From an optimization exercise on the open Yosys and OpenROAD flow, aimed at small area, a short achievable clock period and few clock cycles per item; shortcuts taken in it are not production practice. At most, simulation tests tie the RTL to the original design; equivalence was not proved. Only the layout flow was run in run 3; the RTL was not checked for function there.

==> flow/design.v, too long to show whole: its modules and the start of the top module <==
// module perceptron_sigmoid: 8 lines
// module mlp_s1: 1162 lines
// module mlp_s2: 126 lines
// module mlp_s3: 34 lines
// module mlp_l2: 186 lines
// module mlp_neuron: 19 lines
// module mlp_fa: 10 lines
// module MLP_RTL_IP_v1_0: 162 lines
module MLP_RTL_IP_v1_0 (
    ACLK,
    ARESETN,
    S_AXIS_TREADY,
    S_AXIS_TDATA,
    S_AXIS_TLAST,
    S_AXIS_TVALID,
    M_AXIS_TVALID,
    M_AXIS_TDATA,
    M_AXIS_TLAST,
    M_AXIS_TREADY
);
  // ...
==> flow/perceptron_sigmoid.mem <==
0c
0c
0c
0c
0d
0d
0d
0e
0e
0e
0f
0f
0f
10
10
10
11
11
12
12
12
13
13
14
14
15
15
15
16
16
17
17
18
18
19
1a
1a
1b
1b
1c
1c
1d
1e
1e
1f
20
20
21
22
22
23
24
24
25
26
27
27
28
29
2a
2b
2c
2c
2d
2e
2f
30
31
32
33
34
35
36
37
38
39
3a
3b
3c
3d
3e
3f
40
42
43
44
45
46
48
49
4a
4b
4c
4e
4f
50
52
53
54
56
57
58
5a
5b
5c
5e
5f
61
62
63
65
66
68
69
6b
6c
6e
6f
71
72
74
75
77
78
7a
7b
7d
7e
80
81
82
84
85
87
88
8a
8b
8d
8e
90
91
93
94
96
97
99
9a
9c
9d
9e
a0
a1
a3
a4
a5
a7
a8
a9
ab
ac
ad
af
b0
b1
b3
b4
b5
b6
b7
b9
ba
bb
bc
bd
bf
c0
c1
c2
c3
c4
c5
c6
c7
c8
c9
ca
cb
cc
cd
ce
cf
d0
d1
d2
d3
d3
d4
d5
d6
d7
d8
d8
d9
da
db
db
dc
dd
dd
de
df
df
e0
e1
e1
e2
e3
e3
e4
e4
e5
e5
e6
e7
e7
e8
e8
e9
e9
ea
ea
ea
eb
eb
ec
ec
ed
ed
ed
ee
ee
ef
ef
ef
f0
f0
f0
f1
f1
f1
f2
f2
f2
f3
f3
f3
==> flow/run.sh <==
#!/bin/bash
# synth_recipe.tcl (not shown) runs the flow's synth.tcl, then flattens the netlist and writes it again
# the make line also repeats each setting of config.mk as NAME=value (left out here)
make -C /OpenROAD-flow-scripts/flow DESIGN_CONFIG=/design/flow/config.mk WORK_HOME=/design/flow/orfs CLKGATE_MAP_FILE= SYNTH_SCRIPT=/design/flow/synth_recipe.tcl finish
==> flow/config.mk <==
export PLATFORM = sky130hd
export DESIGN_NAME = MLP_RTL_IP_v1_0
export DESIGN_NICKNAME = MLP_RTL_IP_v1_0
export VERILOG_FILES = /design/flow/design.v
export SDC_FILE = /design/flow/constraint.sdc
export NUM_CORES = 4
export LEC_CHECK = 0
export CAP_MARGIN = 20
export CORE_MARGIN = 2
export CORE_UTILIZATION = 40
export CTS_BUF_LIST = sky130_fd_sc_hd__clkbuf_16
export CTS_CLUSTER_DIAMETER = 80
export CTS_CLUSTER_SIZE = 30
export SETUP_SLACK_MARGIN = 3.3
export SLEW_MARGIN = 20
export SYNTH_HIERARCHICAL = 1
export SYNTH_MINIMUM_KEEP_SIZE = 0
==> flow/constraint.sdc <==
create_clock -name core_clock -period 6.0 [get_ports {ACLK}]
set_input_delay 1.2000 -clock core_clock [delete_from_list [all_inputs] [get_ports {ACLK}]]
set_output_delay 1.2000 -clock core_clock [all_outputs]
set_load 0.01 [all_outputs]
==> summary.txt, run 1 <==
outcome=timing/DRC/antenna clean; Final Wtd Congestion=0.972; H-tree depth=1; Main synth FF type=dfxtp_1; FF+latch count, synth=521; hold crit path type=reg -> reg; worst slew pin tran=~0.84 ns; die height=~280 µm; top post-synthesis cells by area=fa_1 (31%), dfxtp_1 (25%), edfxtp_1 (13%), nor2_1 (6.2%), buf_4 (5.1%); M2 GR Usage=about 34%; final hold vios=0; crit path capture type=flop; Largest register FFs=roughly 100; I/O pins=72; TritonCTS clock tree=done; crit path time final=around 2.9 ns; GR Util met1=29.0%; simple-gate portion of the synthesized area=a little over a tenth; via-per-instance ratio=approximately 5.2; WL/cell=around 23 µm; Critical Path Sink=nu.r1[77]; DP Area=roughly 31000 µm²; Die Wd=around 280 µm; multi-input gates=between 1500 and 2000; Clock Root Buffer=clkbuf_16; Reg-to-Reg Start=xq[15]; Area Overhead vs Synth=11.8%; # hold bufs at CTS=0; DRT Pass-1 Iters=5; WHS Endpoint=ra0[18]; fraction of standard cell area that is sequential=34.6%; Reg2Reg Setup Slack=3.12 ns; NonClk Buf Share=a little under 6%; Mean Syn Cell Area=11.4 µm²; vias=19000
Testbench counts, summed over its fixed seeds: cycles 2,160, items 1,024.
==> run 2: changes to the inputs <==
--- a/flow/config.mk
+++ b/flow/config.mk
@@ -12,5 +12,5 @@
 export CTS_CLUSTER_DIAMETER = 80
 export CTS_CLUSTER_SIZE = 30
-export SETUP_SLACK_MARGIN = 3.3
+export SETUP_SLACK_MARGIN = 3.0
 export SLEW_MARGIN = 20
 export SYNTH_HIERARCHICAL = 1
==> run 2 against run 1 <==
  * Register-to-register slack lost 0.08 ns
  * Worst setup slack got worse by 0.085 ns
  * Routed wire length shrank 3.7%
  * Final cell count decreased by 1.8%
  * Synthesized area did not move
  * Largest cell class unchanged
  * Clock-buffer cell count is 2 lower
  * Critical endpoint is now nu.r1[8]
  * Still clean on timing, DRC and antenna
  * Core utilization down 3.0 points
  * Clock skew grew 0.00076 ns
  * Sequential share of layout area is 2.0 points higher
  * Global-route usage decreased by 0.61 points
  * Critical path type unchanged
  * Critical path depth fell by 1
==> summary.txt, run 2 <==
outcome=timing/DRC/antenna clean (unchanged); Warnings, synthesis=9 (unchanged); Finish-stage setup viols=0 (unchanged); Clock Root Buffer=clkbuf_16 (unchanged); most instantiated cells after synthesis=nor2_1 (513), fa_1 (479), dfxtp_1 (385) (unchanged); post-route ant nets=0 (unchanged); R2R cell count=5 (was 6); # DRC=0 (unchanged); top post-synthesis cells by area=fa_1 (31%), dfxtp_1 (25%), edfxtp_1 (13%), nor2_1 (6.2%), buf_4 (5.1%) (unchanged); Max Slew Vio Count=0 (unchanged); I/O pins=72 (unchanged); Max Fclk=0.337 GHz (was 0.347 GHz); sequential area share after synthesis=38.0% (unchanged); Mean Syn Cell Area=11.4 µm² (unchanged); Die Wd=283 µm (unchanged); hold_sp=rb0[12] (was rb0[18]); die height=283 µm (unchanged); WHS Endpoint=ra0[12] (was ra0[18]); CTS buffer count=24 (was 26); gr ovfl total=0 (unchanged); CORE AREA=77100 µm² (unchanged); CP cell instances=nor2_1 -> fa_1 -> fa_1 -> fa_1 -> fa_1 (was buf_6 -> nor2_4 -> fa_1 -> fa_2 -> fa_2 -> fa_2); Reg-to-Reg Start=xr1[2] (was xq[15]); Initial Utilization=40.3% (unchanged); clock transition at the registers of the reported paths=0.11 ns (about the same); Worst Setup Start Kind=flop (unchanged); layout cell share with drive strength beyond 1=8.19% (was 27.3%); most common library cell in the layout ignoring fill and taps=nor2_1 (was fa_1); worst slew pin tran=1.02 ns (was 0.840 ns); number of core rows=102 (unchanged); WL/cell=22.8 µm (was 23.2 µm); Post-synth EDFFs=136 (unchanged); biggest regs=nu.r1 x101, nu.r2 x45 (unchanged); Main synth FF type=dfxtp_1 (unchanged); setup TNS=0 ns (unchanged); # hold bufs at CTS=0 (unchanged); hold crit path type=reg -> reg (unchanged); Largest register FFs=101 (unchanged); post-synthesis cell type count=72 (unchanged); WS Path Type=reg -> reg (unchanged); reg2reg end=nu.r1[8] (was nu.r1[77]); Final Wtd Congestion=0.967 (was 0.972); count leader, synth=nor2_1 (unchanged); CP max stage delay=0.70 ns (was 0.59 ns); H-tree depth=1 (unchanged); slowest CP cell=edfxtp_1 (was fa_2); crit path capture type=flop (unchanged); Synth Cell Area=31000 µm² (unchanged); share of the synthesized area in the top cell type=30.9% (unchanged); final hold slack=0.328 ns (was 0.331 ns); global router's overall resource usage=20.7% (was 21.3%); Area Overhead vs Synth=4.32% (was 11.8%); Reg2Reg Setup Slack=3.04 ns (was 3.12 ns); worst path required time=6.48 ns (was 6.56 ns); TritonCTS clock tree=done (unchanged); DP Wirelength=63.1 mm (was 63.3 mm); crit path time final=2.96 ns (was 2.88 ns); die area=79800 µm² (unchanged); Post-synth ARST share=0% (unchanged); Max clock buf depth=3 (unchanged); Worst Hold Depth=0 (unchanged); Slew HR=31.9% (was 43.9%); RSZ-0062 raised after global routing=no (was yes); worst-path fanout max=8 (was 4); most frequent cells in the layout=nor2_1 (508), fa_1 (477), dfxtp_1 (328) (was fa_1 (347), dfxtp_1 (301), nor2_1 (264)); via-per-instance ratio=5.25 (was 5.21); PortBufs=46 (unchanged); final hold vios=0 (unchanged); Yosys top cell by area=fa_1 (unchanged); first-pass GRT wire length=123 mm (was 126 mm); initial detailed-routing violation count=1547 (was 1491); DRT Pass-1 Iters=6 (was 5); Max Cap Viol=0 (unchanged); vias=18700 (was 19000); CP arrival=3.44 ns (was 3.43 ns); initial antenna violation count=1 (was 5); CTS sink cnt=521 (unchanged); Gate Count Post-Synth=2724 (unchanged); largest net degree at the start of global routing=70 (unchanged); clock skew=0.0292 ns (was 0.0284 ns); final worst path period share=49.4% (was 48.0%); drt total wl=81.3 mm (was 84.4 mm); Largest Register=nu.r1 (unchanged); Worst-Skew Late Latency=0.61 ns (was 0.63 ns); post-layout net count=3099 (was 3164); FF+latch count, synth=521 (unchanged); crit-path most repeated cell=fa_1 (was fa_2); vias in the first global route=19800 (was 20200)
==> run 2: cell counts after synthesis <==
No cell type changed its count.
==> run 2: area by class of cell <==
class | instances | area, µm²
Antenna cell | 1 | 2.50
Clock buffer | 24 | 601
Clock inverter | 20 | 215
Fill cell | 7247 | 44700
Inverter | 88 | 332
Multi-Input combinational cell | 1757 | 16700
Sequential cell | 521 | 11900
Tap cell | 1040 | 1300
Timing Repair Buffer | 117 | 1320
==> run 2: per-stage QoR <==
stage	instance area [µm²]	worst slack [ns]	util (%)	std cells
after global placement	30600	2.29	39.6	3458
after detailed placement	30600	2.24	39.6	3458
final	32400	3.04	42.0	3568
after global routing	32400	2.97	42.0	3567
after floorplan	31100	3.03	-	2747
after CTS	31700	3.00	41.2	3524
==> run 2: timing repair <==
action	CTS	global route
gates cloned	0	0
pin swaps	0	6
setup buffers	22	43
setup endpoints to repair	48	40
hold endpoints to repair	0	0
resized for setup	37	39
==> run 2: cells by family after synthesis <==
logic type                 Yosys count  synth area share (%)
and+or+nand+nor                    800                  10.9
adders and majority gates          553                  33.9
DFF                                521                  38.0
buffers and inverters              469                  8.77
AOI/OAI and AO/OA                  324                  6.50
xor gates and xnor gates            37                  1.19
muxes                               19                 0.734
other                                1                0.0121
==> run 2: critical path, delay by kind of cell (launching register included) <==
kind | cells | cell delay [ns]
fa+ha+maj | 4 | 2.01
flops | 1 | 0.70
simple gates | 1 | 0.13
==> run 2: metal layers <==
metal	wire length, µm	global-route usage [%]
met1	34200	28.7
met4	2660	5.79
met5	13	0
met3	6810	3.72
met2	37600	33.5
==> run 2: worst max path at each step <==
| stage | from | end |
|---|---|---|
| 2_1_floorplan | M_AXIS_TREADY | fc[2] |
| 4_1_cts | xr1[4] | nu.r1[85] |
| 3_3_place_gp | M_AXIS_TREADY | fc[2] |
| 5_1_grt | ls[6] | yo[4] |
| 6_report | xr1[2] | nu.r1[8] |
| 3_5_place_dp | M_AXIS_TREADY | fc[2] |
==> run 2: Yosys stat by module, one instance, submodules excluded <==
module / cell area [µm²] / flip-flops and latches
mlp_l2: 741 / 0
mlp_s3: 651 / 0
MLP_RTL_IP_v1_0: 12200 / 375
perceptron_sigmoid: 1760 / 0
mlp_s1: 3050 / 0
mlp_s2: 465 / 0
mlp_fa: 20.0 / 0
mlp_neuron: 2920 / 146
==> module mlp_s2, before the edit <==
module mlp_s2 (
    input  [100:0] r,
    output [44:0] y
);
    wire s2_1 = r[28] ^ r[29];
    wire s2_2 = r[28] & r[29];
    wire s2_3, s2_4;
    mlp_fa s2_3_u (.a(r[38]), .b(r[39]), .c(r[40]), .s(s2_3), .co(s2_4));
    wire s2_5, s2_6;
    mlp_fa s2_5_u (.a(r[48]), .b(r[49]), .c(r[50]), .s(s2_5), .co(s2_6));
    wire s2_7 = r[51] ^ r[52];
    wire s2_8 = r[51] & r[52];
    wire s2_9, s2_10;
    mlp_fa s2_9_u (.a(r[59]), .b(r[60]), .c(r[61]), .s(s2_9), .co(s2_10));
    wire s2_11, s2_12;
    mlp_fa s2_11_u (.a(r[62]), .b(r[63]), .c(r[64]), .s(s2_11), .co(s2_12));
    wire s2_13 = r[70] ^ r[71];
    wire s2_14 = r[70] & r[71];
    wire s2_15 = r[21] ^ r[22];
    wire s2_16 = r[21] & r[22];
    wire s2_17, s2_18;
    mlp_fa s2_17_u (.a(r[30]), .b(r[31]), .c(r[32]), .s(s2_17), .co(s2_18));
    wire s2_19, s2_20;
    mlp_fa s2_19_u (.a(r[33]), .b(r[34]), .c(r[35]), .s(s2_19), .co(s2_20));
    wire s2_21, s2_22;
    mlp_fa s2_21_u (.a(r[41]), .b(r[42]), .c(r[43]), .s(s2_21), .co(s2_22));
    wire s2_23, s2_24;
    mlp_fa s2_23_u (.a(r[44]), .b(r[45]), .c(r[46]), .s(s2_23), .co(s2_24));
    wire s2_25 = r[47] ^ s2_2;
    wire s2_26 = r[47] & s2_2;
    wire s2_27, s2_28;
    mlp_fa s2_27_u (.a(r[53]), .b(r[54]), .c(r[55]), .s(s2_27), .co(s2_28));
    wire s2_29, s2_30;
    mlp_fa s2_29_u (.a(r[56]), .b(r[57]), .c(r[58]), .s(s2_29), .co(s2_30));
    wire s2_31, s2_32;
    mlp_fa s2_31_u (.a(s2_7), .b(s2_4), .c(s2_5), .s(s2_31), .co(s2_32));
    wire s2_33, s2_34;
    mlp_fa s2_33_u (.a(r[65]), .b(r[66]), .c(r[67]), .s(s2_33), .co(s2_34));
    wire s2_35, s2_36;
    mlp_fa s2_35_u (.a(r[68]), .b(r[69]), .c(s2_8), .s(s2_35), .co(s2_36));
    wire s2_37, s2_38;
    mlp_fa s2_37_u (.a(s2_6), .b(s2_9), .c(s2_11), .s(s2_37), .co(s2_38));
    wire s2_39, s2_40;
    mlp_fa s2_39_u (.a(r[72]), .b(r[73]), .c(r[74]), .s(s2_39), .co(s2_40));
    wire s2_41, s2_42;
    mlp_fa s2_41_u (.a(r[75]), .b(r[76]), .c(r[77]), .s(s2_41), .co(s2_42));
    wire s2_43, s2_44;
    mlp_fa s2_43_u (.a(s2_13), .b(s2_10), .c(s2_12), .s(s2_43), .co(s2_44));
    wire s2_45, s2_46;
    mlp_fa s2_45_u (.a(r[78]), .b(r[79]), .c(r[80]), .s(s2_45), .co(s2_46));
    wire s2_47, s2_48;
    mlp_fa s2_47_u (.a(r[81]), .b(r[82]), .c(r[83]), .s(s2_47), .co(s2_48));
    wire s2_49, s2_50;
    mlp_fa s2_49_u (.a(r[84]), .b(r[85]), .c(s2_14), .s(s2_49), .co(s2_50));
    wire s2_51, s2_52;
    mlp_fa s2_51_u (.a(r[86]), .b(r[87]), .c(r[88]), .s(s2_51), .co(s2_52));
    wire s2_53, s2_54;
    mlp_fa s2_53_u (.a(r[89]), .b(r[90]), .c(r[91]), .s(s2_53), .co(s2_54));
    wire s2_55, s2_56;
    mlp_fa s2_55_u (.a(r[9]), .b(r[10]), .c(r[11]), .s(s2_55), .co(s2_56));
    wire s2_57, s2_58;
    mlp_fa s2_57_u (.a(r[15]), .b(r[16]), .c(r[17]), .s(s2_57), .co(s2_58));
    wire s2_59 = r[18] ^ r[19];
    wire s2_60 = r[18] & r[19];
    wire s2_61, s2_62;
    mlp_fa s2_61_u (.a(r[23]), .b(r[24]), .c(r[25]), .s(s2_61), .co(s2_62));
    wire s2_63, s2_64;
    mlp_fa s2_63_u (.a(r[26]), .b(r[27]), .c(s2_15), .s(s2_63), .co(s2_64));
    wire s2_65, s2_66;
    mlp_fa s2_65_u (.a(r[36]), .b(r[37]), .c(s2_16), .s(s2_65), .co(s2_66));
    wire s2_67, s2_68;
    mlp_fa s2_67_u (.a(s2_1), .b(s2_17), .c(s2_19), .s(s2_67), .co(s2_68));
    wire s2_69, s2_70;
    mlp_fa s2_69_u (.a(s2_18), .b(s2_20), .c(s2_21), .s(s2_69), .co(s2_70));
    wire s2_71, s2_72;
    mlp_fa s2_71_u (.a(s2_23), .b(s2_3), .c(s2_25), .s(s2_71), .co(s2_72));
    wire s2_73, s2_74;
    mlp_fa s2_73_u (.a(s2_22), .b(s2_24), .c(s2_26), .s(s2_73), .co(s2_74));
    wire s2_75, s2_76;
    mlp_fa s2_75_u (.a(s2_27), .b(s2_29), .c(s2_31), .s(s2_75), .co(s2_76));
    wire s2_77, s2_78;
    mlp_fa s2_77_u (.a(s2_28), .b(s2_30), .c(s2_33), .s(s2_77), .co(s2_78));
    wire s2_79, s2_80;
    mlp_fa s2_79_u (.a(s2_35), .b(s2_32), .c(s2_37), .s(s2_79), .co(s2_80));
    wire s2_81, s2_82;
    mlp_fa s2_81_u (.a(s2_34), .b(s2_39), .c(s2_41), .s(s2_81), .co(s2_82));
    wire s2_83, s2_84;
    mlp_fa s2_83_u (.a(s2_36), .b(s2_38), .c(s2_43), .s(s2_83), .co(s2_84));
    wire s2_85, s2_86;
    mlp_fa s2_85_u (.a(s2_40), .b(s2_42), .c(s2_45), .s(s2_85), .co(s2_86));
    wire s2_87, s2_88;
    mlp_fa s2_87_u (.a(s2_47), .b(s2_49), .c(s2_44), .s(s2_87), .co(s2_88));
    wire s2_89, s2_90;
    mlp_fa s2_89_u (.a(r[92]), .b(s2_46), .c(s2_48), .s(s2_89), .co(s2_90));
    wire s2_91, s2_92;
    mlp_fa s2_91_u (.a(s2_51), .b(s2_53), .c(s2_50), .s(s2_91), .co(s2_92));
    wire s2_93, s2_94;
    mlp_fa s2_93_u (.a(r[93]), .b(r[94]), .c(r[95]), .s(s2_93), .co(s2_94));
    wire s2_95, s2_96;
    mlp_fa s2_95_u (.a(r[96]), .b(s2_52), .c(s2_54), .s(s2_95), .co(s2_96));
    wire s2_97 = r[97] ^ r[98] ^ r[99];
    wire s2_98 = r[12] ^ r[13];
    wire s2_99 = r[12] & r[13];
    wire s2_100, s2_101;
    mlp_fa s2_100_u (.a(r[20]), .b(s2_59), .c(s2_56), .s(s2_100), .co(s2_101));
    wire s2_102, s2_103;
    mlp_fa s2_102_u (.a(s2_60), .b(s2_58), .c(s2_61), .s(s2_102), .co(s2_103));
    wire s2_104, s2_105;
    mlp_fa s2_104_u (.a(s2_62), .b(s2_65), .c(s2_64), .s(s2_104), .co(s2_105));
    wire s2_106, s2_107;
    mlp_fa s2_106_u (.a(s2_66), .b(s2_68), .c(s2_69), .s(s2_106), .co(s2_107));
    wire s2_108, s2_109;
    mlp_fa s2_108_u (.a(s2_70), .b(s2_73), .c(s2_72), .s(s2_108), .co(s2_109));
    wire s2_110, s2_111;
    mlp_fa s2_110_u (.a(s2_74), .b(s2_77), .c(s2_76), .s(s2_110), .co(s2_111));
    wire s2_112, s2_113;
    mlp_fa s2_112_u (.a(s2_78), .b(s2_81), .c(s2_80), .s(s2_112), .co(s2_113));
    wire s2_114, s2_115;
    mlp_fa s2_114_u (.a(s2_82), .b(s2_85), .c(s2_84), .s(s2_114), .co(s2_115));
    wire s2_116, s2_117;
    mlp_fa s2_116_u (.a(s2_86), .b(s2_89), .c(s2_91), .s(s2_116), .co(s2_117));
    wire s2_118, s2_119;
    mlp_fa s2_118_u (.a(s2_93), .b(s2_90), .c(s2_95), .s(s2_118), .co(s2_119));
    wire s2_120 = r[100] ^ s2_94 ^ s2_97;
    assign y = {s2_96, s2_120, s2_119, s2_92, s2_118, s2_117, s2_88, s2_116, s2_115, s2_87, s2_114, s2_113, s2_83, s2_112, s2_111, s2_79, s2_110, s2_109, s2_75, s2_108, s2_107, s2_71, s2_106, s2_105, s2_67, s2_104, s2_103, s2_63, s2_102, s2_101, s2_57, s2_100, s2_99, s2_55, r[14], s2_98, r[8], r[7], r[6], r[5], r[4], r[3], r[2], r[1], r[0]};
endmodule
==> module mlp_s3, before the edit <==
module mlp_s3 (
    input  [44:0] r,
    output [7:0]  y
);
    wire s3_1 = r[6] ^ r[7];
    wire s3_2 = r[6] & r[7];
    wire s3_3, s3_4;
    mlp_fa s3_3_u (.a(r[9]), .b(r[10]), .c(r[11]), .s(s3_3), .co(s3_4));
    wire s3_5, s3_6;
    mlp_fa s3_5_u (.a(r[12]), .b(r[13]), .c(r[14]), .s(s3_5), .co(s3_6));
    wire s3_7, s3_8;
    mlp_fa s3_7_u (.a(r[15]), .b(r[16]), .c(r[17]), .s(s3_7), .co(s3_8));
    wire s3_9, s3_10;
    mlp_fa s3_9_u (.a(r[18]), .b(r[19]), .c(r[20]), .s(s3_9), .co(s3_10));
    wire s3_11, s3_12;
    mlp_fa s3_11_u (.a(r[21]), .b(r[22]), .c(r[23]), .s(s3_11), .co(s3_12));
    wire s3_13, s3_14;
    mlp_fa s3_13_u (.a(r[24]), .b(r[25]), .c(r[26]), .s(s3_13), .co(s3_14));
    wire s3_15, s3_16;
    mlp_fa s3_15_u (.a(r[27]), .b(r[28]), .c(r[29]), .s(s3_15), .co(s3_16));
    wire s3_17, s3_18;
    mlp_fa s3_17_u (.a(r[30]), .b(r[31]), .c(r[32]), .s(s3_17), .co(s3_18));
    wire s3_19, s3_20;
    mlp_fa s3_19_u (.a(r[33]), .b(r[34]), .c(r[35]), .s(s3_19), .co(s3_20));
    wire s3_21, s3_22;
    mlp_fa s3_21_u (.a(r[36]), .b(r[37]), .c(r[38]), .s(s3_21), .co(s3_22));
    wire s3_23, s3_24;
    mlp_fa s3_23_u (.a(r[39]), .b(r[40]), .c(r[41]), .s(s3_23), .co(s3_24));
    wire s3_25 = r[42] ^ r[43] ^ r[44];
    wire [15:0] ra = {s3_24, s3_22, s3_20, s3_18, s3_16, s3_14, s3_12, s3_10, s3_8, s3_6, s3_4, s3_2, s3_1, r[4], r[2], r[0]};
    wire [15:0] rb = {s3_25, s3_23, s3_21, s3_19, s3_17, s3_15, s3_13, s3_11, s3_9, s3_7, s3_5, s3_3, r[8], r[5], r[3], r[1]};
    wire [15:0] sum = ra + rb;
    assign y = sum[15:8];
endmodule
==> module mlp_neuron, before the edit <==
module mlp_neuron (
    input         clk,
    input  [55:0] xn,      
    input  [55:0] wn,      
    input  [8:0]  bias,    
    output [7:0]  s        
);
    reg  [100:0] r1;
    reg  [44:0] r2;
    wire [100:0] r1_d;
    wire [44:0] r2_d;
    mlp_s1 s1 (.xn(xn), .wn(wn), .bias(bias), .r(r1_d));
    mlp_s2 s2 (.r(r1), .y(r2_d));
    mlp_s3 s3 (.r(r2), .y(s));
    always @(posedge clk) begin
        r1 <= r1_d;
        r2 <= r2_d;
    end
endmodule
==> module MLP_RTL_IP_v1_0, before the edit <==
module MLP_RTL_IP_v1_0 (
    ACLK,
    ARESETN,
    S_AXIS_TREADY,
    S_AXIS_TDATA,
    S_AXIS_TLAST,
    S_AXIS_TVALID,
    M_AXIS_TVALID,
    M_AXIS_TDATA,
    M_AXIS_TLAST,
    M_AXIS_TREADY
);
    input         ACLK;
    input         ARESETN;
    output        S_AXIS_TREADY;
    input  [31:0] S_AXIS_TDATA;
    input         S_AXIS_TLAST;
    input         S_AXIS_TVALID;
    output        M_AXIS_TVALID;
    output [31:0] M_AXIS_TDATA;
    output        M_AXIS_TLAST;
    input         M_AXIS_TREADY;
    reg       par;       
    reg       run;       
    reg [2:0] wcnt;      
    reg       word1;     
    reg [2:0] cnt;       
    reg       ov;        
    wire take = ov & M_AXIS_TREADY;
    reg  rdy;            
    assign S_AXIS_TREADY = rdy;
    wire acc_in = S_AXIS_TVALID & rdy;
    wire [31:0] dn = ~S_AXIS_TDATA;
    wire       par_n   = ~par;
    wire       run_n   = run | (acc_in & ~run & wcnt == 3'd4);
    wire [2:0] wcnt_n  = wcnt + {2'd0, acc_in & ~run};
    wire       word1_n = word1 ^ (acc_in & run);
    wire [2:0] cnt_n   = cnt + {2'd0, acc_in & run & word1} - {2'd0, take};
    function rdy_of;
        input       run_x;
        input [2:0] wcnt_x;
        input       word1_x;
        input [2:0] cnt_x;
        begin
            if (!run_x)
                rdy_of = (wcnt_x == 3'd0 || wcnt_x == 3'd3) ? ~par_n : par_n;
            else if (word1_x)
                rdy_of = par_n & (cnt_x < 3'd5);
            else
                rdy_of = ~par_n;
        end
    endfunction
    wire       run_a   = run | (wcnt == 3'd4);
    wire [2:0] wcnt_a  = wcnt + {2'd0, ~run};
    wire       word1_a = word1 ^ run;
    wire [2:0] cnt_a   = cnt + {2'd0, run & word1};
    wire r00 = rdy_of(run,   wcnt,   word1,   cnt);
    wire r01 = rdy_of(run,   wcnt,   word1,   cnt - 3'd1);
    wire r10 = rdy_of(run_a, wcnt_a, word1_a, cnt_a);
    wire r11 = rdy_of(run_a, wcnt_a, word1_a, cnt_a - 3'd1);
    wire rdy_n = acc_in ? (take ? r11 : r10) : (take ? r01 : r00);
    wire ldw = ~run & rdy;
    reg [32:0] ra0, rb0;              
    reg [31:0] ra3, rb3;              
    reg [7:0]  b3;
    reg [7:0]  rac, rbc;              
    wire [32:0] f0 = {S_AXIS_TDATA[7], ~S_AXIS_TDATA[7], S_AXIS_TDATA[6:0], dn[31:8]};
    always @(posedge ACLK) begin
        ra0 <= rb0;
        rb0 <= (ldw & (wcnt == 3'd0 | wcnt == 3'd2)) ? f0 : ra0;
        ra3 <= (ldw & (wcnt == 3'd1 | wcnt == 3'd3)) ? dn : rb3;
        rb3 <= ra3;
        if (ldw & wcnt == 3'd4) begin
            rac <= S_AXIS_TDATA[15:8];
            rbc <= S_AXIS_TDATA[23:16];
        end else begin
            rac <= rbc;
            rbc <= rac;
        end
        if (ldw & wcnt == 3'd4) b3 <= S_AXIS_TDATA[7:0];
    end
    reg [31:0] xr0, xq;
    reg [23:0] xr1;
    always @(posedge ACLK) begin
        if (run & ~word1 & ~par) xr0 <= dn;
        if (run & word1 & par) begin
            xq  <= xr0;
            xr1 <= dn[23:0];
        end
    end
    wire [7:0] s;
    mlp_neuron nu (.clk(ACLK), .xn({xr1, xq}), .wn({ra3, ra0[23:0]}), .bias(ra0[32:24]),
                   .s(s));
    reg  [7:0] sa;       
    reg  [7:0] h;
    reg  [6:0] f;        
    wire       vh1 = f[4];
    wire       vh2 = f[5];
    wire       vq  = f[6];
    wire [7:0] g;
    always @(posedge ACLK) sa <= s;
    perceptron_sigmoid sig (.idx(sa), .val(g));
    always @(posedge ACLK) h <= g;
    reg  [15:0] ls, lc, pc;
    wire [15:0] ls_d, lc_d;
    wire [15:0] b3row = {7'd0, b3[7], ~b3[7], b3[6:0]};
    mlp_l2 l2u (.h(h), .c(rac), .base(vh2 ? ls : b3row), .ys(ls_d), .yc(lc_d));
    always @(posedge ACLK) begin
        ls <= ls_d;
        lc <= lc_d;
        pc <= lc;
    end
    wire [15:0] l2sum = ls + lc + pc;
    reg  [7:0] yo;
    reg  [7:0] q0, q1, q2, q3;
    reg  [3:0] wp, rp;   
    reg  [2:0] fc;       
    wire [7:0] y    = l2sum[15:8];
    wire       push = vq;
    wire       adv  = take | ~ov;               
    wire       pop  = adv & (fc != 3'd0);
    wire       qwr  = push & ~(adv & fc == 3'd0);
    wire [7:0] qh   = ({8{rp[0]}} & q0) | ({8{rp[1]}} & q1) |
                      ({8{rp[2]}} & q2) | ({8{rp[3]}} & q3);
    always @(posedge ACLK) begin
        if (qwr & wp[0]) q0 <= y;
        if (qwr & wp[1]) q1 <= y;
        if (qwr & wp[2]) q2 <= y;
        if (qwr & wp[3]) q3 <= y;
        if (adv) yo <= (fc != 3'd0) ? qh : y;
    end
    assign M_AXIS_TVALID = ov;
    assign M_AXIS_TLAST  = ov;
    assign M_AXIS_TDATA  = {24'd0, yo};
    always @(posedge ACLK) begin
        if (!ARESETN) begin
            par   <= 1'b0;
            run   <= 1'b0;
            wcnt  <= 3'd0;
            word1 <= 1'b0;
            cnt   <= 3'd0;
            rdy   <= 1'b1;
            f     <= 7'd0;
            ov    <= 1'b0;
            wp    <= 4'b0001;
            rp    <= 4'b0001;
            fc    <= 3'd0;
        end else begin
            par   <= par_n;
            run   <= run_n;
            wcnt  <= wcnt_n;
            word1 <= word1_n;
            cnt   <= cnt_n;
            rdy   <= rdy_n;
            f     <= {f[5:0], acc_in & run & word1};
            if (qwr) wp <= {wp[2:0], wp[3]};
            if (pop) rp <= {rp[2:0], rp[3]};
            fc <= fc + {2'd0, qwr} - {2'd0, pop};
            if (adv) ov <= push | (fc != 3'd0);
        end
    end
endmodule
==> run 3: changes to the inputs <==
--- a/flow/design.v
+++ b/flow/design.v
@@ -1171,5 +1171,5 @@
 module mlp_s2 (
     input  [100:0] r,
-    output [44:0] y
+    output [31:0] y
 );
     wire s2_1 = r[28] ^ r[29];
@@ -1293,37 +1293,37 @@
     mlp_fa s2_118_u (.a(s2_93), .b(s2_90), .c(s2_95), .s(s2_118), .co(s2_119));
     wire s2_120 = r[100] ^ s2_94 ^ s2_97;
-    assign y = {s2_96, s2_120, s2_119, s2_92, s2_118, s2_117, s2_88, s2_116, s2_115, s2_87, s2_114, s2_113, s2_83, s2_112, s2_111, s2_79, s2_110, s2_109, s2_75, s2_108, s2_107, s2_71, s2_106, s2_105, s2_67, s2_104, s2_103, s2_63, s2_102, s2_101, s2_57, s2_100, s2_99, s2_55, r[14], s2_98, r[8], r[7], r[6], r[5], r[4], r[3], r[2], r[1], r[0]};
+    wire s2_121 = r[6] ^ r[7];
+    wire s2_122 = r[6] & r[7];
+    wire s2_123, s2_124;
+    mlp_fa s2_123_u (.a(r[14]), .b(s2_98), .c(s2_55), .s(s2_123), .co(s2_124));
+    wire s2_125, s2_126;
+    mlp_fa s2_125_u (.a(s2_99), .b(s2_57), .c(s2_100), .s(s2_125), .co(s2_126));
+    wire s2_127, s2_128;
+    mlp_fa s2_127_u (.a(s2_63), .b(s2_101), .c(s2_102), .s(s2_127), .co(s2_128));
+    wire s2_129, s2_130;
+    mlp_fa s2_129_u (.a(s2_103), .b(s2_67), .c(s2_104), .s(s2_129), .co(s2_130));
+    wire s2_131, s2_132;
+    mlp_fa s2_131_u (.a(s2_71), .b(s2_105), .c(s2_106), .s(s2_131), .co(s2_132));
+    wire s2_133, s2_134;
+    mlp_fa s2_133_u (.a(s2_107), .b(s2_75), .c(s2_108), .s(s2_133), .co(s2_134));
+    wire s2_135, s2_136;
+    mlp_fa s2_135_u (.a(s2_79), .b(s2_109), .c(s2_110), .s(s2_135), .co(s2_136));
+    wire s2_137, s2_138;
+    mlp_fa s2_137_u (.a(s2_83), .b(s2_111), .c(s2_112), .s(s2_137), .co(s2_138));
+    wire s2_139, s2_140;
+    mlp_fa s2_139_u (.a(s2_87), .b(s2_113), .c(s2_114), .s(s2_139), .co(s2_140));
+    wire s2_141, s2_142;
+    mlp_fa s2_141_u (.a(s2_88), .b(s2_116), .c(s2_115), .s(s2_141), .co(s2_142));
+    wire s2_143, s2_144;
+    mlp_fa s2_143_u (.a(s2_92), .b(s2_118), .c(s2_117), .s(s2_143), .co(s2_144));
+    wire s2_145 = s2_96 ^ s2_120 ^ s2_119;
+    assign y = {s2_145, s2_144, s2_143, s2_142, s2_141, s2_140, s2_139, s2_138, s2_137, s2_136, s2_135, s2_134, s2_133, s2_132, s2_131, s2_130, s2_129, s2_128, s2_127, s2_126, s2_125, s2_124, s2_123, s2_122, r[8], s2_121, r[5], r[4], r[3], r[2], r[1], r[0]};
 endmodule
 module mlp_s3 (
-    input  [44:0] r,
+    input  [31:0] r,
     output [7:0]  y
 );
-    wire s3_1 = r[6] ^ r[7];
-    wire s3_2 = r[6] & r[7];
-    wire s3_3, s3_4;
-    mlp_fa s3_3_u (.a(r[9]), .b(r[10]), .c(r[11]), .s(s3_3), .co(s3_4));
-    wire s3_5, s3_6;
-    mlp_fa s3_5_u (.a(r[12]), .b(r[13]), .c(r[14]), .s(s3_5), .co(s3_6));
-    wire s3_7, s3_8;
-    mlp_fa s3_7_u (.a(r[15]), .b(r[16]), .c(r[17]), .s(s3_7), .co(s3_8));
-    wire s3_9, s3_10;
-    mlp_fa s3_9_u (.a(r[18]), .b(r[19]), .c(r[20]), .s(s3_9), .co(s3_10));
-    wire s3_11, s3_12;
-    mlp_fa s3_11_u (.a(r[21]), .b(r[22]), .c(r[23]), .s(s3_11), .co(s3_12));
-    wire s3_13, s3_14;
-    mlp_fa s3_13_u (.a(r[24]), .b(r[25]), .c(r[26]), .s(s3_13), .co(s3_14));
-    wire s3_15, s3_16;
-    mlp_fa s3_15_u (.a(r[27]), .b(r[28]), .c(r[29]), .s(s3_15), .co(s3_16));
-    wire s3_17, s3_18;
-    mlp_fa s3_17_u (.a(r[30]), .b(r[31]), .c(r[32]), .s(s3_17), .co(s3_18));
-    wire s3_19, s3_20;
-    mlp_fa s3_19_u (.a(r[33]), .b(r[34]), .c(r[35]), .s(s3_19), .co(s3_20));
-    wire s3_21, s3_22;
-    mlp_fa s3_21_u (.a(r[36]), .b(r[37]), .c(r[38]), .s(s3_21), .co(s3_22));
-    wire s3_23, s3_24;
-    mlp_fa s3_23_u (.a(r[39]), .b(r[40]), .c(r[41]), .s(s3_23), .co(s3_24));
-    wire s3_25 = r[42] ^ r[43] ^ r[44];
-    wire [15:0] ra = {s3_24, s3_22, s3_20, s3_18, s3_16, s3_14, s3_12, s3_10, s3_8, s3_6, s3_4, s3_2, s3_1, r[4], r[2], r[0]};
-    wire [15:0] rb = {s3_25, s3_23, s3_21, s3_19, s3_17, s3_15, s3_13, s3_11, s3_9, s3_7, s3_5, s3_3, r[8], r[5], r[3], r[1]};
+    wire [15:0] ra = {r[30], r[28], r[26], r[24], r[22], r[20], r[18], r[16], r[14], r[12], r[10], r[8], r[6], r[4], r[2], r[0]};
+    wire [15:0] rb = {r[31], r[29], r[27], r[25], r[23], r[21], r[19], r[17], r[15], r[13], r[11], r[9], r[7], r[5], r[3], r[1]};
     wire [15:0] sum = ra + rb;
     assign y = sum[15:8];
@@ -1523,7 +1523,7 @@
 );
     reg  [100:0] r1;
-    reg  [44:0] r2;
+    reg  [31:0] r2;
     wire [100:0] r1_d;
-    wire [44:0] r2_d;
+    wire [31:0] r2_d;
     mlp_s1 s1 (.xn(xn), .wn(wn), .bias(bias), .r(r1_d));
     mlp_s2 s2 (.r(r1), .y(r2_d));
@@ -1629,8 +1629,6 @@
     always @(posedge ACLK) begin
         if (run & ~word1 & ~par) xr0 <= dn;
-        if (run & word1 & par) begin
-            xq  <= xr0;
-            xr1 <= dn[23:0];
-        end
+        if (par) xr1 <= dn[23:0];
+        xq <= xr0;
     end
     wire [7:0] s;
==> run 3 against run 2 <==
  * Still clean on timing, DRC and antenna
  * Register-to-register slack about the same
  * Die area decreased by 1.9%
  * Critical path depth unchanged
  * Largest cell class unchanged
  * Sequential share of layout area decreased by 0.78 points
  * Non-clock buffer count decreased by 31
  * First-iteration DRC count decreased by 4.8%
  * Critical path type unchanged
==> summary.txt, run 3 <==
slowest CP cell=dfxtp_1 (was edfxtp_1); vias in the first global route=19400 (was 19800); largest net degree at the start of global routing=67 (was 70); most instantiated cells after synthesis=nor2_1 (497), fa_1 (479), dfxtp_1 (404) (was nor2_1 (513), fa_1 (479), dfxtp_1 (385)); worst slew pin tran=1.08 ns (was 1.02 ns); RSZ-0062 raised after global routing=yes (was no); die height=280 µm (was 283 µm); Critical Path Sink=nu.r1[27] (was nu.r1[8]); vias=18300 (was 18700); Max Fclk=0.338 GHz (was 0.337 GHz); Largest Register=nu.r1 (unchanged); layout cell share with drive strength beyond 1=7.50% (was 8.19%); Max clock buf depth=3 (unchanged); worst-path fanout max=8 (unchanged); CTS buffer count=24 (unchanged); H-tree depth=1 (unchanged); Multi-input gate area=16800 µm² (was 16700 µm²); DRT Pass-1 Iters=5 (was 6); TritonCTS clock tree=done (unchanged); via-per-instance ratio=5.29 (was 5.25); DP Wirelength=62.0 mm (was 63.1 mm); R2R cell count=5 (unchanged); WS Path Type=reg -> reg (unchanged); crit-path most repeated cell=fa_1 (unchanged); FF+latch count, synth=508 (was 521); FF/Latch Area=11300 µm² (was 11900 µm²); Gate Count Post-Synth=2686 (was 2724); share of the synthesized area in the top cell type=31.5% (was 30.9%); hold crit path type=reg -> reg (unchanged); Reg-to-Reg Start=xq[29] (was xr1[2]); setup TNS=0 ns (unchanged); Synth Cell Area=30400 µm² (was 31000 µm²); Reg2Reg Setup Slack=3.04 ns (about the same); Mean Syn Cell Area=11.3 µm² (was 11.4 µm²); sequential area share after synthesis=36.8% (was 38.0%); Post-synth ARST share=0% (unchanged); crit path time final=2.96 ns (about the same); post-route ant nets=0 (unchanged); clock transition at the registers of the reported paths=0.11 ns (about the same); Inst Count DP=3382 (was 3458); Initial Utilization=40.3% (about the same); CORE AREA=75600 µm² (was 77100 µm²); Slew HR=27.6% (was 31.9%); initial antenna violation count=1 (unchanged); outcome=timing/DRC/antenna clean (unchanged); hold_sp=rb0[30] (was rb0[12]); Clock Root Buffer=clkbuf_16 (unchanged); Finish-stage setup viols=0 (unchanged); Die Wd=280 µm (was 283 µm); Worst Setup Start Kind=flop (unchanged); Worst-Skew Late Latency=0.61 ns (about the same); count leader, synth=nor2_1 (unchanged); Buf/Inv on CP=0 (unchanged); die area=78300 µm² (was 79800 µm²); first-pass GRT wire length=120 mm (was 123 mm); Area Overhead vs Synth=3.47% (was 4.32%); biggest regs=nu.r1 x101, ra0 x33, rb0 x33 (was nu.r1 x101, nu.r2 x45); CP arrival=3.45 ns (was 3.44 ns); Post-synth EDFFs=104 (was 136); post-layout net count=3052 (was 3099); crit path from=xq[29] (was xr1[2]); reg2reg end=nu.r1[27] (was nu.r1[8]); non-filler cells, final=3459 (was 3568); I/O pins=72 (unchanged); # DRC=0 (unchanged); top post-synthesis cells by area=fa_1 (32%), dfxtp_1 (27%), edfxtp_1 (10%), nor2_1 (6.1%), buf_4 (4.8%) (was fa_1 (31%), dfxtp_1 (25%), edfxtp_1 (13%), nor2_1 (6.2%), buf_4 (5.1%)); Warnings, synthesis=9 (unchanged); Fillers=7056 (was 7247); clock skew=0.0310 ns (was 0.0292 ns); CP cell instances=nor2_1 -> fa_1 -> fa_1 -> fa_1 -> fa_1 (unchanged); gr ovfl total=0 (unchanged); Yosys top cell by area=fa_1 (unchanged); initial detailed-routing violation count=1473 (was 1547); final worst path period share=49.3% (was 49.4%); final hold vios=0 (unchanged); Max Slew Vio Count=0 (unchanged); global router's overall resource usage=20.5% (was 20.7%); most frequent cells in the layout=nor2_1 (497), fa_1 (479), dfxtp_1 (335) (was nor2_1 (508), fa_1 (477), dfxtp_1 (328)); Max Cap Viol=0 (unchanged); top cell family by delay on the critical path=adder cells (unchanged); Final Wtd Congestion=0.975 (was 0.967); WL/cell=23.1 µm (was 22.8 µm); most common library cell in the layout ignoring fill and taps=nor2_1 (unchanged); worst path required time=6.49 ns (was 6.48 ns); CP max stage delay=0.68 ns (was 0.70 ns); PortBufs=46 (unchanged); total stage count of the critical path=5 (unchanged); crit path capture type=flop (unchanged); Main synth FF type=dfxtp_1 (unchanged); drt total wl=79.8 mm (was 81.3 mm); Largest register FFs=101 (unchanged); post-synthesis cell type count=79 (was 72); number of core rows=101 (was 102); CTS sink cnt=508 (was 521)
[run 3: cell count changes after synthesis, sizes merged, moves of 9 or more]
cell    before  now
nor2       514  498
nand3       13   25
buf        251  236
a21oi       71   47
and3         3   13
edfxtp     136  104
dfxtp      385  404
nor3         5   14
[run 3: how the worst min path moves through the flow]
stage,slack [ns],depth (start not counted),to
detailed placement,0.31,0,ra0[11]
finish,0.33,0,ra0[30]
global route,0.33,0,nu.r2[5]
CTS,0.32,0,ra0[30]
floorplan,0.31,0,ra0[0]
global placement,0.31,0,ra0[19]
[run 3: cell families after synthesis]
family / synth area share, %
simple gates: 11.7
fa+ha+maj: 34.6
flops: 36.8
buf+inv: 8.45
compound gates: 6.21
xor+xnor: 1.23
mux: 0.991
other cells: 0.0123
[run 3: timing repair]
item / CTS / global route
hold buffers: 0 / 0
pin swaps: 1 / 2
resized for setup: 44 / 30
buffers inserted: 15 / 17
cloned: 0 / 0
endpoints found under the setup margin: 55 / 43
[run 3: stage by stage]
stage	hold WS [ns]	cell area [µm²]	util [%]	setup WS (ns)
6_report	0.331	31500	41.7	3.04
5_1_grt	0.333	31500	41.7	2.99
4_1_cts	0.318	31200	41.3	3.00
3_5_place_dp	0.312	30100	39.8	2.40
3_3_place_gp	0.310	30100	39.8	2.37
2_1_floorplan	0.310	30500	-	3.00
[run 3: worst register-to-register path, stage by stage, from the launching register on]
cell	delay, ns
dfxtp_1	0.68
nor2_1	0.14
fa_1	0.59
fa_1	0.45
fa_1	0.56
fa_1	0.41
[run 3: per-module statistics from Yosys (local to each module, per instance), excerpt]
| module | copies in the design | cells inside | area, µm² | flip-flops and latches |
|---|---|---|---|---|
| MLP_RTL_IP_v1_0 | 1 | 936 | 12000 | 375 |
| mlp_fa | 463 | 1 | 20.0 | 0 |
| mlp_l2 | 1 | 104 | 741 | 0 |
| mlp_s1 | 1 | 663 | 3050 | 0 |
| mlp_s2 | 1 | 44 | 403 | 0 |
| mlp_s3 | 1 | 74 | 571 | 0 |
| perceptron_sigmoid | 1 | 269 | 1770 | 0 |
[run 3: final cells by class]
cell class / instances / share of cell area [%]
Antenna cell: 1 / 0.00795
Clock buffer: 24 / 1.91
Clock inverter: 20 / 0.759
Inverter: 90 / 1.07
Multi-Input combinational cell: 1752 / 53.3
Sequential cell: 508 / 35.9
Tap cell: 978 / 3.89
Timing Repair Buffer: 86 / 3.18
[run 3: per-layer routing]
layer | up-vias | GRT usage (%) | wire [µm]
li1 | 7927 | - | -
met4 | 0 | 6.57 | 2800
met1 | 9506 | 27.6 | 33700
met5 | - | 0 | 0
met3 | 175 | 3.05 | 5360
met2 | 705 | 34.1 | 38000
==> run 4: changes to the inputs <==
--- a/flow/design.v
+++ b/flow/design.v
@@ -1171,5 +1171,5 @@
 module mlp_s2 (
     input  [100:0] r,
-    output [31:0] y
+    output [16:0] y        
 );
     wire s2_1 = r[28] ^ r[29];
@@ -1318,14 +1318,31 @@
     mlp_fa s2_143_u (.a(s2_92), .b(s2_118), .c(s2_117), .s(s2_143), .co(s2_144));
     wire s2_145 = s2_96 ^ s2_120 ^ s2_119;
-    assign y = {s2_145, s2_144, s2_143, s2_142, s2_141, s2_140, s2_139, s2_138, s2_137, s2_136, s2_135, s2_134, s2_133, s2_132, s2_131, s2_130, s2_129, s2_128, s2_127, s2_126, s2_125, s2_124, s2_123, s2_122, r[8], s2_121, r[5], r[4], r[3], r[2], r[1], r[0]};
-endmodule
-module mlp_s3 (
-    input  [31:0] r,
-    output [7:0]  y
-);
-    wire [15:0] ra = {r[30], r[28], r[26], r[24], r[22], r[20], r[18], r[16], r[14], r[12], r[10], r[8], r[6], r[4], r[2], r[0]};
-    wire [15:0] rb = {r[31], r[29], r[27], r[25], r[23], r[21], r[19], r[17], r[15], r[13], r[11], r[9], r[7], r[5], r[3], r[1]};
-    wire [15:0] sum = ra + rb;
-    assign y = sum[15:8];
+    wire [7:0] lg = {s2_128, s2_126, s2_124, s2_122, s2_121, r[4], r[2], r[0]} & {s2_129, s2_127, s2_125, s2_123, r[8], r[5], r[3], r[1]};
+    wire [7:0] lp = {s2_128, s2_126, s2_124, s2_122, s2_121, r[4], r[2], r[0]} ^ {s2_129, s2_127, s2_125, s2_123, r[8], r[5], r[3], r[1]};
+    wire cg1 = lg[1] | (lp[1] & lg[0]);
+    wire cp1 = lp[1] & lp[0];
+    wire cg2 = lg[3] | (lp[3] & lg[2]);
+    wire cp2 = lp[3] & lp[2];
+    wire cg3 = lg[5] | (lp[5] & lg[4]);
+    wire cp3 = lp[5] & lp[4];
+    wire cg4 = lg[7] | (lp[7] & lg[6]);
+    wire cp4 = lp[7] & lp[6];
+    wire cg5 = lg[2] | (lp[2] & cg1);
+    wire cp5 = lp[2] & cp1;
+    wire cg6 = cg2 | (cp2 & cg1);
+    wire cp6 = cp2 & cp1;
+    wire cg7 = lg[6] | (lp[6] & cg3);
+    wire cp7 = lp[6] & cp3;
+    wire cg8 = cg4 | (cp4 & cg3);
+    wire cp8 = cp4 & cp3;
+    wire cg9 = lg[4] | (lp[4] & cg6);
+    wire cp9 = lp[4] & cp6;
+    wire cg10 = cg3 | (cp3 & cg6);
+    wire cp10 = cp3 & cp6;
+    wire cg11 = cg7 | (cp7 & cg6);
+    wire cp11 = cp7 & cp6;
+    wire cg12 = cg8 | (cp8 & cg6);
+    wire cp12 = cp8 & cp6;
+    assign y = {s2_144, s2_142, s2_140, s2_138, s2_136, s2_134, s2_132, s2_130, s2_145, s2_143, s2_141, s2_139, s2_137, s2_135, s2_133, s2_131, cg12};
 endmodule
 module mlp_l2 (
@@ -1523,10 +1540,10 @@
 );
     reg  [100:0] r1;
-    reg  [31:0] r2;
+    reg  [16:0] r2;
     wire [100:0] r1_d;
-    wire [31:0] r2_d;
+    wire [16:0] r2_d;
     mlp_s1 s1 (.xn(xn), .wn(wn), .bias(bias), .r(r1_d));
     mlp_s2 s2 (.r(r1), .y(r2_d));
-    mlp_s3 s3 (.r(r2), .y(s));
+    assign s = r2[16:9] + r2[8:1] + {7'd0, r2[0]};
     always @(posedge clk) begin
         r1 <= r1_d;
--- a/flow/config.mk
+++ b/flow/config.mk
@@ -10,6 +10,6 @@
 export CORE_UTILIZATION = 40
 export CTS_BUF_LIST = sky130_fd_sc_hd__clkbuf_16
-export CTS_CLUSTER_DIAMETER = 80
-export CTS_CLUSTER_SIZE = 30
+export CTS_CLUSTER_DIAMETER = 90
+export CTS_CLUSTER_SIZE = 35
 export SETUP_SLACK_MARGIN = 3.0
 export SLEW_MARGIN = 20
==> run 4 against run 3 <==
  * Worst hold slack worse by 0.0037 ns
  * Fmax fell by 0.36%
  * Clock skew is 0.019 ns higher
  * Worst setup slack got worse by 0.011 ns
  * Critical endpoint is now nu.r1[47]
  * Critical path depth stayed put
  * Clock-buffer cell count down 1
  * Routed wire length decreased by 2.9%
==> summary.txt, run 4 <==
CP arrival=3.47 ns (was 3.45 ns); Finish-stage setup viols=0 (unchanged); drt total wl=77.5 mm (was 79.8 mm); Largest register FFs=101 (unchanged); final worst path period share=49.5% (was 49.3%); Area Overhead vs Synth=3.27% (was 3.47%); Yosys top cell by area=fa_1 (unchanged); # DRC=0 (unchanged); setup TNS=0 ns (unchanged); post-layout net count=3004 (was 3052); Gate Count Post-Synth=2629 (was 2686); Inst Count DP=3329 (was 3382); non-filler cells, final=3398 (was 3459); most used routing layer=met2 (unchanged); via-per-instance ratio=5.23 (was 5.29); Warnings, synthesis=9 (unchanged); number of core rows=100 (was 101); Max clock buf depth=3 (unchanged); CTS sink cnt=493 (was 508); Largest Register=nu.r1 (unchanged); Max Slew Vio Count=0 (unchanged); top cell family by delay on the critical path=adder cells (unchanged); count leader, synth=nor2_1 (unchanged); clock transition at the registers of the reported paths=0.12 ns (was 0.11 ns); initial antenna violation count=0 (was 1); H-tree depth=1 (unchanged); WS Path Type=reg -> reg (unchanged); slowest CP cell=dfxtp_1 (unchanged); Main synth FF type=dfxtp_1 (unchanged); share of the synthesized area in the top cell type=32.2% (was 31.5%); DP Wirelength=60.9 mm (was 62.0 mm); GR Util met1=27.7% (was 27.6%); sequential area share after synthesis=36.5% (was 36.8%); final hold vios=0 (unchanged); initial detailed-routing violation count=1384 (was 1473); CORE AREA=74200 µm² (was 75600 µm²); worst path required time=6.50 ns (was 6.49 ns); Max Cap Viol=0 (unchanged); vias=17800 (was 18300); Slew HR=32.9% (was 27.6%); most common library cell in the layout ignoring fill and taps=nor2_1 (unchanged); most frequent cells in the layout=nor2_1 (493), fa_1 (481), dfxtp_1 (319) (was nor2_1 (497), fa_1 (479), dfxtp_1 (335)); Final Wtd Congestion=0.981 (was 0.975); Antenna Cells=0 (was 1); layout cell share with drive strength beyond 1=7.58% (was 7.50%); die height=277 µm (was 280 µm); Fillers=6909 (was 7056); post-synthesis cell type count=87 (was 79); clock skew=0.0504 ns (was 0.0310 ns); hold_sp=rb0[19] (was rb0[30]); largest net degree at the start of global routing=67 (unchanged); crit-path most repeated cell=fa_1 (unchanged); Clock Root Buffer=clkbuf_16 (unchanged); outcome=timing/DRC/antenna clean (unchanged); post-layout util=41.6% (was 41.7%); M2 GR Usage=32.8% (was 34.1%); biggest regs=nu.r1 x101, ra0 x33, rb0 x33 (unchanged); vias in the first global route=19400 (about the same); Synth Cell Area=29900 µm² (was 30400 µm²); Buf/Inv on CP=0 (unchanged); TritonCTS clock tree=done (unchanged); post-route ant nets=0 (unchanged); CTS buffer count=22 (was 24); global router's overall resource usage=20.3% (was 20.5%); FF+latch count, synth=493 (was 508); DRT Pass-1 Iters=7 (was 5); RSZ-0062 raised after global routing=yes (unchanged); # hold bufs at CTS=0 (unchanged); Max Fclk=0.337 GHz (was 0.338 GHz); Worst-Skew Late Latency=0.62 ns (was 0.61 ns); crit path capture type=flop (unchanged); Reg-to-Reg Start=xq[3] (was xq[29]); Worst Setup Start Kind=flop (unchanged); Die Wd=277 µm (was 280 µm); crit path from=xq[3] (was xq[29]); most instantiated cells after synthesis=nor2_1 (493), fa_1 (481), dfxtp_1 (389) (was nor2_1 (497), fa_1 (479), dfxtp_1 (404)); gr ovfl total=0 (unchanged); top post-synthesis cells by area=fa_1 (32%), dfxtp_1 (26%), edfxtp_1 (10%), nor2_1 (6.2%), buf_4 (4.5%) (was fa_1 (32%), dfxtp_1 (27%), edfxtp_1 (10%), nor2_1 (6.1%), buf_4 (4.8%)); crit path time final=2.97 ns (was 2.96 ns); WL/cell=22.8 µm (was 23.1 µm); worst-path fanout max=8 (unchanged); worst slew pin tran=1.01 ns (was 1.08 ns); Initial Utilization=40.3% (about the same); CP max stage delay=0.61 ns (was 0.68 ns); CP cell instances=nor2_1 -> fa_1 -> fa_1 -> fa_1 -> fa_1 (unchanged); die area=77000 µm² (was 78300 µm²); hold crit path type=reg -> reg (unchanged); PortBufs=46 (unchanged); Mean Syn Cell Area=11.4 µm² (was 11.3 µm²); first-pass GRT wire length=118 mm (was 120 mm); I/O pins=72 (unchanged); Post-synth EDFFs=104 (unchanged); GR Layer Usage met3=3.07% (was 3.05%); Post-synth ARST share=0% (unchanged)
## run 4: changes by cell type after synthesis, moves of 5 or more
cell and change:
a31oi_1 -5, buf_2 +5, buf_4 -15, dfxtp_1 -15, nand3_1 -9, nor3_1 -5
o21a_1 +6, o21ai_0 -70, o21ai_1 +65
## run 4: area by class of cell
class	instances	area [µm²]	share of cell area, %
clock buffers	23	576	1.86
clock inverters	17	229	0.741
inverters	92	345	1.12
multi-input cells	1721	16600	53.8
flip-flops and latches	493	11000	35.6
well taps	969	1210	3.92
repair buffers	83	903	2.92
## run 4: logic make-up after synthesis
| group | after synthesis | synth area share, % |
|---|---|---|
| compound gates | 288 | 6.31 |
| simple gates | 796 | 11.5 |
| flops | 493 | 36.5 |
| other cells | 1 | 0.0125 |
| xor+xnor | 34 | 1.10 |
| mux | 25 | 1.01 |
| buf+inv | 438 | 8.33 |
| fa+ha+maj | 554 | 35.2 |
## run 4: metal layers
| metal | share of wire, % | routed length (µm) |
|---|---|---|
| met5 | 0 | 0 |
| met4 | 4.0 | 3090 |
| met3 | 6.9 | 5340 |
| met2 | 46 | 36000 |
| met1 | 43 | 33100 |
## run 4: timing repair
item | in CTS | in global routing
resized for setup | 37 | 35
endpoints found under the hold margin | 0 | 0
setup endpoints to repair | 50 | 49
buffers inserted | 13 | 15
pin swaps | 0 | 3
## run 4: per-module statistics from Yosys (local to each module, per instance)
module,flip-flops and latches,copies in the design,cells inside
MLP_RTL_IP_v1_0,375,1,922
mlp_neuron,118,1,160
perceptron_sigmoid,0,1,269
mlp_s1,0,1,663
mlp_l2,0,1,104
mlp_s2,0,1,48
mlp_fa,0,463,1
## run 4: stage by stage
stage	setup slack (ns)	instance area (µm²)	hold slack [ns]
3_3_place_gp	2.33	29600	0.310
5_1_grt	2.97	30900	0.338
4_1_cts	3.00	30600	0.332
3_5_place_dp	2.31	29600	0.312
6_report	3.03	30900	0.328
2_1_floorplan	3.01	30000	0.310
## run 4: worst paths after layout
kind                to  depth (start not counted)  slack (ns)
min            ra0[19]                          0        0.33
max          nu.r1[47]                          5        3.03
max reg2reg  nu.r1[47]                          5        3.03
min reg2reg    ra0[19]                          0        0.33
Testbench counts of run 4, summed over its fixed seeds: cycles 2,160, items 1,024.
==> run 5: changes to the inputs <==
--- a/flow/config.mk
+++ b/flow/config.mk
@@ -10,6 +10,6 @@
 export CORE_UTILIZATION = 40
 export CTS_BUF_LIST = sky130_fd_sc_hd__clkbuf_16
-export CTS_CLUSTER_DIAMETER = 90
-export CTS_CLUSTER_SIZE = 35
+export CTS_CLUSTER_DIAMETER = 80
+export CTS_CLUSTER_SIZE = 30
 export SETUP_SLACK_MARGIN = 3.0
 export SLEW_MARGIN = 20
==> run 5 against run 4 <==
  * Still clean
  * Die area unchanged
  * Register-to-register slack improved by 0.02 ns
  * Critical path depth unchanged
  * Core utilization increased by 0.20 points
  * Global-route usage increased by 0.11 points
  * First-iteration DRC count decreased by 5.7%
  * Clock-buffer cell count increased by 3
  * Synthesized area unchanged
==> summary.txt, run 5 <==
Slew HR=27.8% (was 32.9%); final hold vios=0 (unchanged); Max Slew Vio Count=0 (unchanged); Inst Count DP=3329 (unchanged); post-layout util=41.8% (was 41.6%); CTS buffer count=26 (was 22); via-per-instance ratio=5.24 (was 5.23); crit path capture type=flop (unchanged); Synth Cell Area=29900 µm² (unchanged); die height=277 µm (unchanged); Max clock buf depth=3 (unchanged); Worst Hold Depth=0 (unchanged); vias=17900 (was 17800); top cell family by delay on the critical path=adder cells (unchanged); CTS sink cnt=493 (unchanged); RSZ-0062 raised after global routing=no (was yes); slowest CP cell=fa_1 (was dfxtp_1); Max Fclk=0.338 GHz (was 0.337 GHz); clock skew=0.0265 ns (was 0.0504 ns); setup TNS=0 ns (unchanged); vias in the first global route=19500 (was 19400); biggest regs=nu.r1 x101, ra0 x33, rb0 x33 (unchanged); Worst Setup Start Kind=flop (unchanged); DP Area=29600 µm² (unchanged); R2R cell count=5 (unchanged); TritonCTS clock tree=done (unchanged); H-tree depth=1 (unchanged); top post-synthesis cells by area=fa_1 (32%), dfxtp_1 (26%), edfxtp_1 (10%), nor2_1 (6.2%), buf_4 (4.5%) (unchanged); clock transition at the registers of the reported paths=0.11 ns (was 0.12 ns); CP cell instances=nor2_1 -> fa_1 -> fa_1 -> fa_1 -> fa_1 (unchanged); hold crit path type=reg -> reg (unchanged); Post-synth ARST share=0% (unchanged); PortBufs=46 (unchanged); Finish-stage setup viols=0 (unchanged); Initial Utilization=40.3% (unchanged); Largest Register=nu.r1 (unchanged); final instance area=31000 µm² (was 30900 µm²); most instantiated cells after synthesis=nor2_1 (493), fa_1 (481), dfxtp_1 (389) (unchanged); worst slew pin tran=1.08 ns (was 1.01 ns); Area Overhead vs Synth=3.78% (was 3.27%); FF+latch count, synth=493 (unchanged); WL/cell=22.8 µm (about the same); most frequent cells in the layout=nor2_1 (490), fa_1 (480), dfxtp_1 (316) (was nor2_1 (493), fa_1 (481), dfxtp_1 (319)); initial antenna violation count=0 (unchanged); number of core rows=100 (unchanged); worst-path fanout max=8 (unchanged); final hold slack=0.325 ns (was 0.328 ns); layout cell share with drive strength beyond 1=8.17% (was 7.58%); post-route ant nets=0 (unchanged); worst path required time=6.52 ns (was 6.50 ns); outcome=timing/DRC/antenna clean (unchanged); Max Cap Viol=0 (unchanged); Mean Syn Cell Area=11.4 µm² (unchanged); Die Wd=277 µm (unchanged); final worst path period share=49.3% (was 49.5%); CP max stage delay=0.61 ns (about the same); non-filler cells, final=3407 (was 3398); CP arrival=3.48 ns (was 3.47 ns); sequential area share after synthesis=36.5% (unchanged); crit-path most repeated cell=fa_1 (unchanged); Clock Root Buffer=clkbuf_16 (unchanged); Post-synth EDFFs=104 (unchanged); Gate Count Post-Synth=2629 (unchanged); Worst-Skew Late Latency=0.64 ns (was 0.62 ns); total stage count of the critical path=5 (unchanged); largest net degree at the start of global routing=67 (unchanged); Main synth FF type=dfxtp_1 (unchanged); Largest register FFs=101 (unchanged); Final Wtd Congestion=0.981 (unchanged); Warnings, synthesis=9 (unchanged); first-pass GRT wire length=119 mm (was 118 mm); crit path time final=2.96 ns (was 2.97 ns); share of the synthesized area in the top cell type=32.2% (unchanged); most common library cell in the layout ignoring fill and taps=nor2_1 (unchanged); DP Wirelength=60.9 mm (unchanged); Buf/Inv on CP=0 (unchanged); drt total wl=77.8 mm (was 77.5 mm); post-layout net count=3007 (was 3004); WS Path Type=reg -> reg (unchanged); global router's overall resource usage=20.4% (was 20.3%); # hold bufs at CTS=0 (unchanged); Yosys top cell by area=fa_1 (unchanged); gr ovfl total=0 (unchanged); CORE AREA=74200 µm² (unchanged); initial detailed-routing violation count=1305 (was 1384); die area=77000 µm² (unchanged); post-synthesis cell type count=87 (unchanged); DRT Pass-1 Iters=5 (was 7); I/O pins=72 (unchanged); count leader, synth=nor2_1 (unchanged); # DRC=0 (unchanged)
## run 5: cell count changes in the layout (fill, tap and decap cells not counted), sizes merged
cell and change:
inv +2, diode +2, buf -1, clkbuf +3, clkinv +3
## run 5: timing repair
action,in CTS,in global routing
setup endpoints to repair,45,47
resized for setup,34,45
setup buffers,12,16
pin swaps,0,2
## run 5: area by class of cell
| class | count | area [µm²] |
|---|---|---|
| diodes | 2 | 5.00 |
| clock buffers | 26 | 651 |
| clock inverters | 22 | 293 |
| fillers | 6896 | 43100 |
| inverters | 92 | 345 |
| multi-input cells | 1721 | 16600 |
| flip-flops and latches | 493 | 11000 |
| well taps | 969 | 1210 |
| repair buffers | 82 | 896 |
## run 5: path summary, 6_finish.rpt
path,startpoint,end,slack (ns)
worst min-delay path,rb0[0],ra0[0],0.33
worst max-delay path,xq[3],nu.r1[47],3.04
worst min register to register,rb0[0],ra0[0],0.33
worst max register to register,xq[3],nu.r1[47],3.04
## run 5: cell families (layout without fill, tap and decap cells)
logic type	after synthesis	in the layout	share of synthesized area, %
other	1	26	0.0125
multiplexers	25	25	1.01
AND/OR/NAND/NOR	796	796	11.5
buffers and inverters	438	222	8.33
flip-flops	493	493	36.5
AO/OA/AOI/OAI	288	288	6.31
adder cells (fa/ha/maj)	554	554	35.2
XOR/XNOR	34	34	1.10
## run 5: per-layer routing
metal / vias up / wire length [µm] / share of wire [%] / global-route usage, %
met2: 672 / 36000 / 46 / 32.8
li1: 7779 / - / - / -
met3: 191 / 4970 / 6.4 / 3.10
met4: 0 / 3360 / 4.3 / 8.46
met1: 9209 / 33500 / 43 / 27.8
met5: - / 0 / 0 / 0
## run 5: metrics by stage
stage               worst slack, ns
global route                   3.00
floorplan                      3.01
finish                         3.04
global placement               2.33
detailed placement             2.31
CTS                            3.00
## run 5: modules after synthesis (local to each module, per instance)
module              cells inside  cell area (µm²)
mlp_s2                        48              427
mlp_fa                         1             20.0
perceptron_sigmoid           269             1770
mlp_s1                       663             3050
mlp_neuron                   160             2700
mlp_l2                       104              741
MLP_RTL_IP_v1_0              922            12000

port drivers added, routing unchanged:
The flow's constraints put no driver on any port. The routed layouts listed below were extracted and timed again, unchanged, in two steps.
Step 1 sets driving cells, clkbuf_16 on the clock port and buf_2 on the other inputs (assumed; they add their load-dependent delay and slew).
Step 2 also shifts input and output timing later by t, the mid clock arrival at the registers, as if the neighbouring blocks saw the same clock.
Three values: ideal, step 1, step 2; two values: the first two.
run | t, ns | slack for setup (ns) | worst setup path after step 2 | latest minus earliest clock arrival (ns) | worst data-port slew with drivers (ns)
run 1 | 0.668 | 3.121 / 3.121 / 2.868 | input to register | 0.040 / 0.041 | 0.08
run 2 | 0.651 | 3.037 / 2.995 / 2.583 | input to register | 0.036 / 0.036 | 0.07
run 3 | 0.659 | 3.040 / 3.019 / 2.515 | input to register | 0.033 / 0.033 | 0.07
run 4 | 0.656 | 3.029 / 3.029 / 2.676 | input to register | 0.052 / 0.052 | 0.07
run 5 | 0.681 | 3.045 / 3.045 / 2.652 | input to register | 0.029 / 0.029 | 0.07
After both steps setup and hold are still met in every run listed. The setup slack of run 3, which loses most, moves by -0.021 ns with the drivers and by -0.525 ns with both steps.
